This is an optimization exercise on Yosys and OpenROAD, whose aim is small area, a short achievable clock period and few clock cycles per item, not a production implementation.
RTL that was checked went through simulation tests only; none was proved equivalent to the original.

==> inputs of 02-25 <==
==> flow/design.v <==
module ascon_round #(parameter [7:0] RC = 8'h00) (si, so);
    input  [319:0] si;
    output [319:0] so;
    wire [63:0] x0 = si[319:256], x1 = si[255:192], x2 = si[191:128] ^ {56'd0, RC},
                x3 = si[127:64], x4 = si[63:0];
    wire [63:0] a0 = x0 ^ x4, a4 = x4 ^ x3, a2 = x2 ^ x1;
    wire [63:0] b0 = a0 ^ (~x1 & a2), b1 = x1 ^ (~a2 & x3), b2 = a2 ^ (~x3 & a4),
                b3 = x3 ^ (~a4 & a0), b4 = a4 ^ (~a0 & x1);
    wire [63:0] y0 = b0 ^ b4, y1 = b1 ^ b0, y2 = ~b2, y3 = b3 ^ b2, y4 = b4;
    assign so[319:256] = y0 ^ {y0[18:0], y0[63:19]} ^ {y0[27:0], y0[63:28]};
    assign so[255:192] = y1 ^ {y1[60:0], y1[63:61]} ^ {y1[38:0], y1[63:39]};
    assign so[191:128] = y2 ^ {y2[0:0], y2[63:1]} ^ {y2[5:0], y2[63:6]};
    assign so[127:64]  = y3 ^ {y3[9:0], y3[63:10]} ^ {y3[16:0], y3[63:17]};
    assign so[63:0]    = y4 ^ {y4[6:0], y4[63:7]} ^ {y4[40:0], y4[63:41]};
endmodule
module ascon128a_top(CLK, RST, IN_VALID, IN_READY, SK, N, A, P, OUT_VALID, C, T);
    input CLK;
    input RST;
    input IN_VALID;
    output IN_READY;
    input [127:0] SK, N;
    input [127:0] A;
    input [127:0] P;
    output reg OUT_VALID;
    output reg [127:0] C;
    output reg [127:0] T;
    assign IN_READY = 1'b1;
    reg [127:0] k_0, n_0, a_0, p_0;
    reg v_0;
    always @(posedge CLK) begin
        k_0 <= SK; n_0 <= N; a_0 <= A; p_0 <= P;
        v_0 <= RST ? 1'b0 : IN_VALID;
    end
    wire [319:0] s_0 = {64'h80800c0800000000, k_0, n_0};
    wire [319:0] s_1;
    ascon_round #(.RC(8'hf0)) u_r1 (.si(s_0), .so(s_1));
    wire [319:0] s_2;
    ascon_round #(.RC(8'he1)) u_r2 (.si(s_1), .so(s_2));
    wire [319:0] s_3;
    ascon_round #(.RC(8'hd2)) u_r3 (.si(s_2), .so(s_3));
    wire [319:0] s_4;
    ascon_round #(.RC(8'hc3)) u_r4 (.si(s_3), .so(s_4));
    wire [319:0] s_5;
    ascon_round #(.RC(8'hb4)) u_r5 (.si(s_4), .so(s_5));
    wire [319:0] s_6;
    ascon_round #(.RC(8'ha5)) u_r6 (.si(s_5), .so(s_6));
    wire [319:0] s_7;
    ascon_round #(.RC(8'h96)) u_r7 (.si(s_6), .so(s_7));
    wire [319:0] s_8;
    ascon_round #(.RC(8'h87)) u_r8 (.si(s_7), .so(s_8));
    wire [319:0] s_9;
    ascon_round #(.RC(8'h78)) u_r9 (.si(s_8), .so(s_9));
    wire [319:0] s_10;
    ascon_round #(.RC(8'h69)) u_r10 (.si(s_9), .so(s_10));
    reg [319:0] s_1r;
    reg [127:0] k_1;
    reg v_1;
    reg [127:0] a_1;
    reg [127:0] p_1;
    always @(posedge CLK) begin
        s_1r <= s_10; k_1 <= k_0;
        v_1 <= RST ? 1'b0 : v_0;
        a_1 <= a_0;
        p_1 <= p_0;
    end
    wire [319:0] s_11;
    ascon_round #(.RC(8'h5a)) u_r11 (.si(s_1r), .so(s_11));
    wire [319:0] s_12;
    ascon_round #(.RC(8'h4b)) u_r12 (.si(s_11), .so(s_12));
    wire [319:0] s_13 = s_12 ^ {a_1, 64'd0, k_1};
    wire [319:0] s_14;
    ascon_round #(.RC(8'hb4)) u_r13 (.si(s_13), .so(s_14));
    wire [319:0] s_15;
    ascon_round #(.RC(8'ha5)) u_r14 (.si(s_14), .so(s_15));
    wire [319:0] s_16;
    ascon_round #(.RC(8'h96)) u_r15 (.si(s_15), .so(s_16));
    wire [319:0] s_17;
    ascon_round #(.RC(8'h87)) u_r16 (.si(s_16), .so(s_17));
    wire [319:0] s_18;
    ascon_round #(.RC(8'h78)) u_r17 (.si(s_17), .so(s_18));
    wire [319:0] s_19;
    ascon_round #(.RC(8'h69)) u_r18 (.si(s_18), .so(s_19));
    wire [319:0] s_20;
    ascon_round #(.RC(8'h5a)) u_r19 (.si(s_19), .so(s_20));
    wire [319:0] s_21;
    ascon_round #(.RC(8'h4b)) u_r20 (.si(s_20), .so(s_21));
    wire [319:0] s_22 = s_21 ^ {p_1, 191'd0, 1'b1};
    reg [319:0] s_2r;
    reg [127:0] k_2;
    reg v_2;
    always @(posedge CLK) begin
        s_2r <= s_22; k_2 <= k_1;
        v_2 <= RST ? 1'b0 : v_1;
    end
    wire [319:0] s_23;
    ascon_round #(.RC(8'hb4)) u_r21 (.si(s_2r), .so(s_23));
    wire [319:0] s_24;
    ascon_round #(.RC(8'ha5)) u_r22 (.si(s_23), .so(s_24));
    wire [319:0] s_25;
    ascon_round #(.RC(8'h96)) u_r23 (.si(s_24), .so(s_25));
    wire [319:0] s_26;
    ascon_round #(.RC(8'h87)) u_r24 (.si(s_25), .so(s_26));
    wire [319:0] s_27;
    ascon_round #(.RC(8'h78)) u_r25 (.si(s_26), .so(s_27));
    wire [319:0] s_28;
    ascon_round #(.RC(8'h69)) u_r26 (.si(s_27), .so(s_28));
    wire [319:0] s_29;
    ascon_round #(.RC(8'h5a)) u_r27 (.si(s_28), .so(s_29));
    wire [319:0] s_30;
    ascon_round #(.RC(8'h4b)) u_r28 (.si(s_29), .so(s_30));
    wire [319:0] s_31 = s_30 ^ {128'd0, k_2, 64'd0};
    wire [319:0] s_32;
    ascon_round #(.RC(8'hf0)) u_r29 (.si(s_31), .so(s_32));
    wire [319:0] s_33;
    ascon_round #(.RC(8'he1)) u_r30 (.si(s_32), .so(s_33));
    reg [319:0] s_3r;
    reg [127:0] k_3;
    reg v_3;
    reg [127:0] c_3;
    always @(posedge CLK) begin
        s_3r <= s_33; k_3 <= k_2;
        v_3 <= RST ? 1'b0 : v_2;
        c_3 <= s_2r[319:192];
    end
    wire [319:0] s_34;
    ascon_round #(.RC(8'hd2)) u_r31 (.si(s_3r), .so(s_34));
    wire [319:0] s_35;
    ascon_round #(.RC(8'hc3)) u_r32 (.si(s_34), .so(s_35));
    wire [319:0] s_36;
    ascon_round #(.RC(8'hb4)) u_r33 (.si(s_35), .so(s_36));
    wire [319:0] s_37;
    ascon_round #(.RC(8'ha5)) u_r34 (.si(s_36), .so(s_37));
    wire [319:0] s_38;
    ascon_round #(.RC(8'h96)) u_r35 (.si(s_37), .so(s_38));
    wire [319:0] s_39;
    ascon_round #(.RC(8'h87)) u_r36 (.si(s_38), .so(s_39));
    wire [319:0] s_40;
    ascon_round #(.RC(8'h78)) u_r37 (.si(s_39), .so(s_40));
    wire [319:0] s_41;
    ascon_round #(.RC(8'h69)) u_r38 (.si(s_40), .so(s_41));
    wire [319:0] s_42;
    ascon_round #(.RC(8'h5a)) u_r39 (.si(s_41), .so(s_42));
    wire [319:0] s_43;
    ascon_round #(.RC(8'h4b)) u_r40 (.si(s_42), .so(s_43));
    always @(posedge CLK) begin
        C <= c_3;
        T <= s_43[127:0] ^ k_3;
        OUT_VALID <= RST ? 1'b0 : v_3;
    end
endmodule
==> flow/run.sh <==
#!/bin/bash
# synth_recipe.tcl (not shown) runs the flow's synth.tcl, then flattens the netlist and writes it again
# the make line also repeats each setting of config.mk as NAME=value (left out here)
make -C /OpenROAD-flow-scripts/flow DESIGN_CONFIG=/design/flow/config.mk WORK_HOME=/design/flow/orfs CLKGATE_MAP_FILE= SYNTH_SCRIPT=/design/flow/synth_recipe.tcl finish
==> flow/config.mk <==
export PLATFORM = sky130hd
export DESIGN_NAME = ascon128a_top
export DESIGN_NICKNAME = ascon128a_top
export VERILOG_FILES = /design/flow/design.v
export SDC_FILE = /design/flow/constraint.sdc
export NUM_CORES = 8
export LEC_CHECK = 0
export CAP_MARGIN = 40
export CORE_MARGIN = 2
export CORE_UTILIZATION = 35
export SLEW_MARGIN = 40
==> flow/constraint.sdc <==
create_clock -name core_clock -period 82.0 [get_ports {CLK}]
set_input_delay 16.4000 -clock core_clock [delete_from_list [all_inputs] [get_ports {CLK}]]
set_output_delay 16.4000 -clock core_clock [all_outputs]
set_load 0.01 [all_outputs]
==> 12-26 (differences from 02-25) <==
--- a/flow/design.v
+++ b/flow/design.v
@@ -49,8 +49,4 @@
     wire [319:0] s_8;
     ascon_round #(.RC(8'h87)) u_r8 (.si(s_7), .so(s_8));
-    wire [319:0] s_9;
-    ascon_round #(.RC(8'h78)) u_r9 (.si(s_8), .so(s_9));
-    wire [319:0] s_10;
-    ascon_round #(.RC(8'h69)) u_r10 (.si(s_9), .so(s_10));
     reg [319:0] s_1r;
     reg [127:0] k_1;
@@ -59,11 +55,15 @@
     reg [127:0] p_1;
     always @(posedge CLK) begin
-        s_1r <= s_10; k_1 <= k_0;
+        s_1r <= s_8; k_1 <= k_0;
         v_1 <= RST ? 1'b0 : v_0;
         a_1 <= a_0;
         p_1 <= p_0;
     end
+    wire [319:0] s_9;
+    ascon_round #(.RC(8'h78)) u_r9 (.si(s_1r), .so(s_9));
+    wire [319:0] s_10;
+    ascon_round #(.RC(8'h69)) u_r10 (.si(s_9), .so(s_10));
     wire [319:0] s_11;
-    ascon_round #(.RC(8'h5a)) u_r11 (.si(s_1r), .so(s_11));
+    ascon_round #(.RC(8'h5a)) u_r11 (.si(s_10), .so(s_11));
     wire [319:0] s_12;
     ascon_round #(.RC(8'h4b)) u_r12 (.si(s_11), .so(s_12));
@@ -77,6 +77,15 @@
     wire [319:0] s_17;
     ascon_round #(.RC(8'h87)) u_r16 (.si(s_16), .so(s_17));
+    reg [319:0] s_2r;
+    reg [127:0] k_2;
+    reg v_2;
+    reg [127:0] p_2;
+    always @(posedge CLK) begin
+        s_2r <= s_17; k_2 <= k_1;
+        v_2 <= RST ? 1'b0 : v_1;
+        p_2 <= p_1;
+    end
     wire [319:0] s_18;
-    ascon_round #(.RC(8'h78)) u_r17 (.si(s_17), .so(s_18));
+    ascon_round #(.RC(8'h78)) u_r17 (.si(s_2r), .so(s_18));
     wire [319:0] s_19;
     ascon_round #(.RC(8'h69)) u_r18 (.si(s_18), .so(s_19));
@@ -85,14 +94,7 @@
     wire [319:0] s_21;
     ascon_round #(.RC(8'h4b)) u_r20 (.si(s_20), .so(s_21));
-    wire [319:0] s_22 = s_21 ^ {p_1, 191'd0, 1'b1};
-    reg [319:0] s_2r;
-    reg [127:0] k_2;
-    reg v_2;
-    always @(posedge CLK) begin
-        s_2r <= s_22; k_2 <= k_1;
-        v_2 <= RST ? 1'b0 : v_1;
-    end
+    wire [319:0] s_22 = s_21 ^ {p_2, 191'd0, 1'b1};
     wire [319:0] s_23;
-    ascon_round #(.RC(8'hb4)) u_r21 (.si(s_2r), .so(s_23));
+    ascon_round #(.RC(8'hb4)) u_r21 (.si(s_22), .so(s_23));
     wire [319:0] s_24;
     ascon_round #(.RC(8'ha5)) u_r22 (.si(s_23), .so(s_24));
@@ -101,6 +103,15 @@
     wire [319:0] s_26;
     ascon_round #(.RC(8'h87)) u_r24 (.si(s_25), .so(s_26));
+    reg [319:0] s_3r;
+    reg [127:0] k_3;
+    reg v_3;
+    reg [127:0] c_3;
+    always @(posedge CLK) begin
+        s_3r <= s_26; k_3 <= k_2;
+        v_3 <= RST ? 1'b0 : v_2;
+        c_3 <= s_22[319:192];
+    end
     wire [319:0] s_27;
-    ascon_round #(.RC(8'h78)) u_r25 (.si(s_26), .so(s_27));
+    ascon_round #(.RC(8'h78)) u_r25 (.si(s_3r), .so(s_27));
     wire [319:0] s_28;
     ascon_round #(.RC(8'h69)) u_r26 (.si(s_27), .so(s_28));
@@ -109,24 +120,24 @@
     wire [319:0] s_30;
     ascon_round #(.RC(8'h4b)) u_r28 (.si(s_29), .so(s_30));
-    wire [319:0] s_31 = s_30 ^ {128'd0, k_2, 64'd0};
+    wire [319:0] s_31 = s_30 ^ {128'd0, k_3, 64'd0};
     wire [319:0] s_32;
     ascon_round #(.RC(8'hf0)) u_r29 (.si(s_31), .so(s_32));
     wire [319:0] s_33;
     ascon_round #(.RC(8'he1)) u_r30 (.si(s_32), .so(s_33));
-    reg [319:0] s_3r;
-    reg [127:0] k_3;
-    reg v_3;
-    reg [127:0] c_3;
-    always @(posedge CLK) begin
-        s_3r <= s_33; k_3 <= k_2;
-        v_3 <= RST ? 1'b0 : v_2;
-        c_3 <= s_2r[319:192];
-    end
     wire [319:0] s_34;
-    ascon_round #(.RC(8'hd2)) u_r31 (.si(s_3r), .so(s_34));
+    ascon_round #(.RC(8'hd2)) u_r31 (.si(s_33), .so(s_34));
     wire [319:0] s_35;
     ascon_round #(.RC(8'hc3)) u_r32 (.si(s_34), .so(s_35));
+    reg [319:0] s_4r;
+    reg [127:0] k_4;
+    reg v_4;
+    reg [127:0] c_4;
+    always @(posedge CLK) begin
+        s_4r <= s_35; k_4 <= k_3;
+        v_4 <= RST ? 1'b0 : v_3;
+        c_4 <= c_3;
+    end
     wire [319:0] s_36;
-    ascon_round #(.RC(8'hb4)) u_r33 (.si(s_35), .so(s_36));
+    ascon_round #(.RC(8'hb4)) u_r33 (.si(s_4r), .so(s_36));
     wire [319:0] s_37;
     ascon_round #(.RC(8'ha5)) u_r34 (.si(s_36), .so(s_37));
@@ -144,7 +155,7 @@
     ascon_round #(.RC(8'h4b)) u_r40 (.si(s_42), .so(s_43));
     always @(posedge CLK) begin
-        C <= c_3;
-        T <= s_43[127:0] ^ k_3;
-        OUT_VALID <= RST ? 1'b0 : v_3;
+        C <= c_4;
+        T <= s_43[127:0] ^ k_4;
+        OUT_VALID <= RST ? 1'b0 : v_4;
     end
 endmodule
==> flow/flow/run.sh (new file) <==
#!/bin/bash
# Own layout flow: the standard ORFS flow, run step by step, with
#  - synthesis without Yosys's half/full-adder extraction (extract_fa), and with an
#    area-oriented ABC mapping script (flow/abc_area.script, used through ABC_AREA=1 and a
#    copy of the ORFS scripts folder); registers and their names are unchanged;
#  - timing repair after placement aimed at the period the design can reach (a setup
#    slack margin), instead of only at the 82 ns clock, so the IO and stage paths get sized.
# Each step's full output goes to a log file of its own in the work folder.
set -euo pipefail
W=$(pwd)
rm -rf "$W/orfs_scripts"
cp -r "$FLOW_HOME/scripts" "$W/orfs_scripts"
cp "$W/flow/abc_area.script" "$W/orfs_scripts/abc_area.script"
ADDER_MAP_FILE= ABC_AREA=1 SCRIPTS_DIR="$W/orfs_scripts" bash standard.sh synth > log_synth.txt 2>&1
bash standard.sh floorplan > log_floorplan.txt 2>&1
export SETUP_SLACK_MARGIN=${MARGIN:-64}
bash standard.sh place > log_place.txt 2>&1
bash standard.sh cts > log_cts.txt 2>&1
bash standard.sh route > log_route.txt 2>&1
bash standard.sh finish > log_finish.txt 2>&1
test -f out/final.def
==> flow/flow/abc_area.script (new file) <==
&get -n
&st
&syn2
&dch
&nf -a -R 1000
&put
topo
stime -c
==> flow/standard.sh (new file) <==
#!/bin/bash
# synth_recipe.tcl (not shown) runs the flow's synth.tcl, then flattens the netlist and writes it again
# the make line also repeats each setting of config.mk as NAME=value (left out here)
make -C /OpenROAD-flow-scripts/flow DESIGN_CONFIG=/design/flow/config.mk WORK_HOME=/design/flow/orfs CLKGATE_MAP_FILE= SYNTH_SCRIPT=/design/flow/synth_recipe.tcl "${@:-finish}"
CORE_UTILIZATION = 40   (was 35)
removed: flow/run.sh
==> 01-04 (differences from 02-25) <==
--- a/flow/design.v
+++ b/flow/design.v
@@ -47,10 +47,4 @@
     wire [319:0] s_7;
     ascon_round #(.RC(8'h96)) u_r7 (.si(s_6), .so(s_7));
-    wire [319:0] s_8;
-    ascon_round #(.RC(8'h87)) u_r8 (.si(s_7), .so(s_8));
-    wire [319:0] s_9;
-    ascon_round #(.RC(8'h78)) u_r9 (.si(s_8), .so(s_9));
-    wire [319:0] s_10;
-    ascon_round #(.RC(8'h69)) u_r10 (.si(s_9), .so(s_10));
     reg [319:0] s_1r;
     reg [127:0] k_1;
@@ -59,11 +53,17 @@
     reg [127:0] p_1;
     always @(posedge CLK) begin
-        s_1r <= s_10; k_1 <= k_0;
+        s_1r <= s_7; k_1 <= k_0;
         v_1 <= RST ? 1'b0 : v_0;
         a_1 <= a_0;
         p_1 <= p_0;
     end
+    wire [319:0] s_8;
+    ascon_round #(.RC(8'h87)) u_r8 (.si(s_1r), .so(s_8));
+    wire [319:0] s_9;
+    ascon_round #(.RC(8'h78)) u_r9 (.si(s_8), .so(s_9));
+    wire [319:0] s_10;
+    ascon_round #(.RC(8'h69)) u_r10 (.si(s_9), .so(s_10));
     wire [319:0] s_11;
-    ascon_round #(.RC(8'h5a)) u_r11 (.si(s_1r), .so(s_11));
+    ascon_round #(.RC(8'h5a)) u_r11 (.si(s_10), .so(s_11));
     wire [319:0] s_12;
     ascon_round #(.RC(8'h4b)) u_r12 (.si(s_11), .so(s_12));
@@ -73,6 +73,15 @@
     wire [319:0] s_15;
     ascon_round #(.RC(8'ha5)) u_r14 (.si(s_14), .so(s_15));
+    reg [319:0] s_2r;
+    reg [127:0] k_2;
+    reg v_2;
+    reg [127:0] p_2;
+    always @(posedge CLK) begin
+        s_2r <= s_15; k_2 <= k_1;
+        v_2 <= RST ? 1'b0 : v_1;
+        p_2 <= p_1;
+    end
     wire [319:0] s_16;
-    ascon_round #(.RC(8'h96)) u_r15 (.si(s_15), .so(s_16));
+    ascon_round #(.RC(8'h96)) u_r15 (.si(s_2r), .so(s_16));
     wire [319:0] s_17;
     ascon_round #(.RC(8'h87)) u_r16 (.si(s_16), .so(s_17));
@@ -85,14 +94,14 @@
     wire [319:0] s_21;
     ascon_round #(.RC(8'h4b)) u_r20 (.si(s_20), .so(s_21));
-    wire [319:0] s_22 = s_21 ^ {p_1, 191'd0, 1'b1};
-    reg [319:0] s_2r;
-    reg [127:0] k_2;
-    reg v_2;
+    wire [319:0] s_22 = s_21 ^ {p_2, 191'd0, 1'b1};
+    reg [319:0] s_3r;
+    reg [127:0] k_3;
+    reg v_3;
     always @(posedge CLK) begin
-        s_2r <= s_22; k_2 <= k_1;
-        v_2 <= RST ? 1'b0 : v_1;
+        s_3r <= s_22; k_3 <= k_2;
+        v_3 <= RST ? 1'b0 : v_2;
     end
     wire [319:0] s_23;
-    ascon_round #(.RC(8'hb4)) u_r21 (.si(s_2r), .so(s_23));
+    ascon_round #(.RC(8'hb4)) u_r21 (.si(s_3r), .so(s_23));
     wire [319:0] s_24;
     ascon_round #(.RC(8'ha5)) u_r22 (.si(s_23), .so(s_24));
@@ -107,22 +116,22 @@
     wire [319:0] s_29;
     ascon_round #(.RC(8'h5a)) u_r27 (.si(s_28), .so(s_29));
+    reg [319:0] s_4r;
+    reg [127:0] k_4;
+    reg v_4;
+    reg [127:0] c_4;
+    always @(posedge CLK) begin
+        s_4r <= s_29; k_4 <= k_3;
+        v_4 <= RST ? 1'b0 : v_3;
+        c_4 <= s_3r[319:192];
+    end
     wire [319:0] s_30;
-    ascon_round #(.RC(8'h4b)) u_r28 (.si(s_29), .so(s_30));
-    wire [319:0] s_31 = s_30 ^ {128'd0, k_2, 64'd0};
+    ascon_round #(.RC(8'h4b)) u_r28 (.si(s_4r), .so(s_30));
+    wire [319:0] s_31 = s_30 ^ {128'd0, k_4, 64'd0};
     wire [319:0] s_32;
     ascon_round #(.RC(8'hf0)) u_r29 (.si(s_31), .so(s_32));
     wire [319:0] s_33;
     ascon_round #(.RC(8'he1)) u_r30 (.si(s_32), .so(s_33));
-    reg [319:0] s_3r;
-    reg [127:0] k_3;
-    reg v_3;
-    reg [127:0] c_3;
-    always @(posedge CLK) begin
-        s_3r <= s_33; k_3 <= k_2;
-        v_3 <= RST ? 1'b0 : v_2;
-        c_3 <= s_2r[319:192];
-    end
     wire [319:0] s_34;
-    ascon_round #(.RC(8'hd2)) u_r31 (.si(s_3r), .so(s_34));
+    ascon_round #(.RC(8'hd2)) u_r31 (.si(s_33), .so(s_34));
     wire [319:0] s_35;
     ascon_round #(.RC(8'hc3)) u_r32 (.si(s_34), .so(s_35));
@@ -131,6 +140,15 @@
     wire [319:0] s_37;
     ascon_round #(.RC(8'ha5)) u_r34 (.si(s_36), .so(s_37));
+    reg [319:0] s_5r;
+    reg [127:0] k_5;
+    reg v_5;
+    reg [127:0] c_5;
+    always @(posedge CLK) begin
+        s_5r <= s_37; k_5 <= k_4;
+        v_5 <= RST ? 1'b0 : v_4;
+        c_5 <= c_4;
+    end
     wire [319:0] s_38;
-    ascon_round #(.RC(8'h96)) u_r35 (.si(s_37), .so(s_38));
+    ascon_round #(.RC(8'h96)) u_r35 (.si(s_5r), .so(s_38));
     wire [319:0] s_39;
     ascon_round #(.RC(8'h87)) u_r36 (.si(s_38), .so(s_39));
@@ -144,7 +162,7 @@
     ascon_round #(.RC(8'h4b)) u_r40 (.si(s_42), .so(s_43));
     always @(posedge CLK) begin
-        C <= c_3;
-        T <= s_43[127:0] ^ k_3;
-        OUT_VALID <= RST ? 1'b0 : v_3;
+        C <= c_5;
+        T <= s_43[127:0] ^ k_5;
+        OUT_VALID <= RST ? 1'b0 : v_5;
     end
 endmodule
==> flow/flow/run.sh (new file) <==
#!/bin/bash
# Own layout flow: the standard ORFS flow, run step by step, with
#  - synthesis without Yosys's half/full-adder extraction (extract_fa), and with an
#    area-oriented ABC mapping script (flow/abc_area.script, used through ABC_AREA=1 and a
#    copy of the ORFS scripts folder); registers and their names are unchanged;
#  - timing repair after placement aimed at the period the design can reach (a setup
#    slack margin), instead of only at the 82 ns clock, so the IO and stage paths get sized;
#  - a last repair_design pass on the final global routes (flow/post_grt.tcl), so no net
#    is left near its slew or capacitance limit before detailed routing.
# Each step's full output goes to a log file of its own in the work folder.
set -euo pipefail
W=$(pwd)
rm -rf "$W/orfs_scripts"
cp -r "$FLOW_HOME/scripts" "$W/orfs_scripts"
cp "$W/flow/abc_area.script" "$W/orfs_scripts/abc_area.script"
ADDER_MAP_FILE= ABC_AREA=1 SCRIPTS_DIR="$W/orfs_scripts" bash standard.sh synth > log_synth.txt 2>&1
bash standard.sh floorplan > log_floorplan.txt 2>&1
export SETUP_SLACK_MARGIN=${MARGIN:-64}
bash standard.sh place > log_place.txt 2>&1
bash standard.sh cts > log_cts.txt 2>&1
POST_GLOBAL_ROUTE_TCL="$W/flow/post_grt.tcl" bash standard.sh route > log_route.txt 2>&1
bash standard.sh finish > log_finish.txt 2>&1
test -f out/final.def
==> flow/flow/abc_area.script (new file) <==
&get -n
&st
&syn2
&dch
&nf -a -R 1000
&put
topo
stime -c
==> flow/flow/post_grt.tcl (new file) <==
# Post-global-route pass (POST_GLOBAL_ROUTE hook): repair_timing and the incremental
# reroutes after it can leave a net slower than the repair margins aim for, and detailed
# routing adds more. Re-run repair_design (with margins of POST_GRT_MARGIN percent, 30 by
# default), then repair_timing, on the final global routes, rerouting what each
# changes, until repair_design finds nothing left to fix.
set_propagated_clock [all_clocks]
proc post_grt_reroute {} {
  detailed_placement
  global_route -end_incremental -congestion_report_file $::env(REPORTS_DIR)/congestion_post_grt_hook.rpt
  estimate_parasitics -global_routing
}
for {set eco_pass 0} {$eco_pass < 4} {incr eco_pass} {
  estimate_parasitics -global_routing
  puts "POST-GRT pass $eco_pass: [sta::max_slew_violation_count] max-slew, [sta::max_capacitance_violation_count] max-cap violations, worst slack [worst_slack -max]"
  global_route -start_incremental
  utl::teeStringBegin
  set eco_margin [expr {[info exists ::env(POST_GRT_MARGIN)] ? $::env(POST_GRT_MARGIN) : 30}]
  repair_design -verbose -slew_margin $eco_margin -cap_margin $eco_margin -match_cell_footprint
  set said [utl::teeStringEnd]
  post_grt_reroute
  if {![regexp {RSZ-00(38|39)} $said]} { break }
  global_route -start_incremental
  repair_timing_helper -setup
  post_grt_reroute
}
puts "POST-GRT final: [sta::max_slew_violation_count] max-slew, [sta::max_capacitance_violation_count] max-cap violations, worst slack [worst_slack -max]"
==> flow/standard.sh (new file) <==
#!/bin/bash
# synth_recipe.tcl (not shown) runs the flow's synth.tcl, then flattens the netlist and writes it again
# the make line also repeats each setting of config.mk as NAME=value (left out here)
make -C /OpenROAD-flow-scripts/flow DESIGN_CONFIG=/design/flow/config.mk WORK_HOME=/design/flow/orfs CLKGATE_MAP_FILE= SYNTH_SCRIPT=/design/flow/synth_recipe.tcl "${@:-finish}"
CAP_MARGIN = 15   (was 40)
CORE_MARGIN = 15   (was 2)
CORE_UTILIZATION = 45   (was 35)
GPL_TIMING_DRIVEN = 0   (was unset)
SLEW_MARGIN = 15   (was 40)
removed: flow/run.sh
==> comparison <==
12-26 failed in global routing with GRT-0116. 01-04 produced a clean layout. 02-25 passed the timing, DRC and antenna checks.
Cell count: 01-04 is lower than 02-25 (about 3%).
In 02-25 the sequential cell count is lower than in 01-04, by 1154.
Routed wire length: 01-04 is lower than 02-25 (about 15%).
Of 01-04 and 02-25, 01-04 has the higher register-to-register slack (gap 7.0 ns).
Synthesized area: 02-25 > 01-04 > 12-26.
Testbench counts of 02-25, summed over its fixed seeds: cycles 1,632, items 1,600.
Testbench counts of 01-04, summed over its fixed seeds: cycles 1,648, items 1,600.
For 12-26, only the layout was checked, not whether the RTL still works.

## re-timing with driven ports
The flow's constraints put no driver on any port. The routed layouts listed below were extracted and timed again, unchanged, in two steps. Step 1 sets driving cells, clkbuf_16 on the clock port and buf_2 on the other inputs (assumed; they add their load-dependent delay and slew). Step 2 adds t to the input delays and takes it off the output delays; t is the mean of the earliest and latest rising clock arrival at the registers after step 1. Input paths then give back, and output paths get back, about the clock's delay inside the block. Three values: ideal, step 1, step 2; two values: the first two.
| run | t, ns | setup slack, ns | worst hold slack (ns) | worst setup path at the end |
|---|---|---|---|---|
| 02-25 | 1.381 | 57.672 / 57.672 / 57.672 | 0.289 / 0.289 / 0.289 | register to register |
| 01-04 | 1.374 | 63.865 / 63.680 / 63.962 | 0.266 / 0.266 / 0.266 | input to register |
After both steps setup and hold are still met in every run listed.
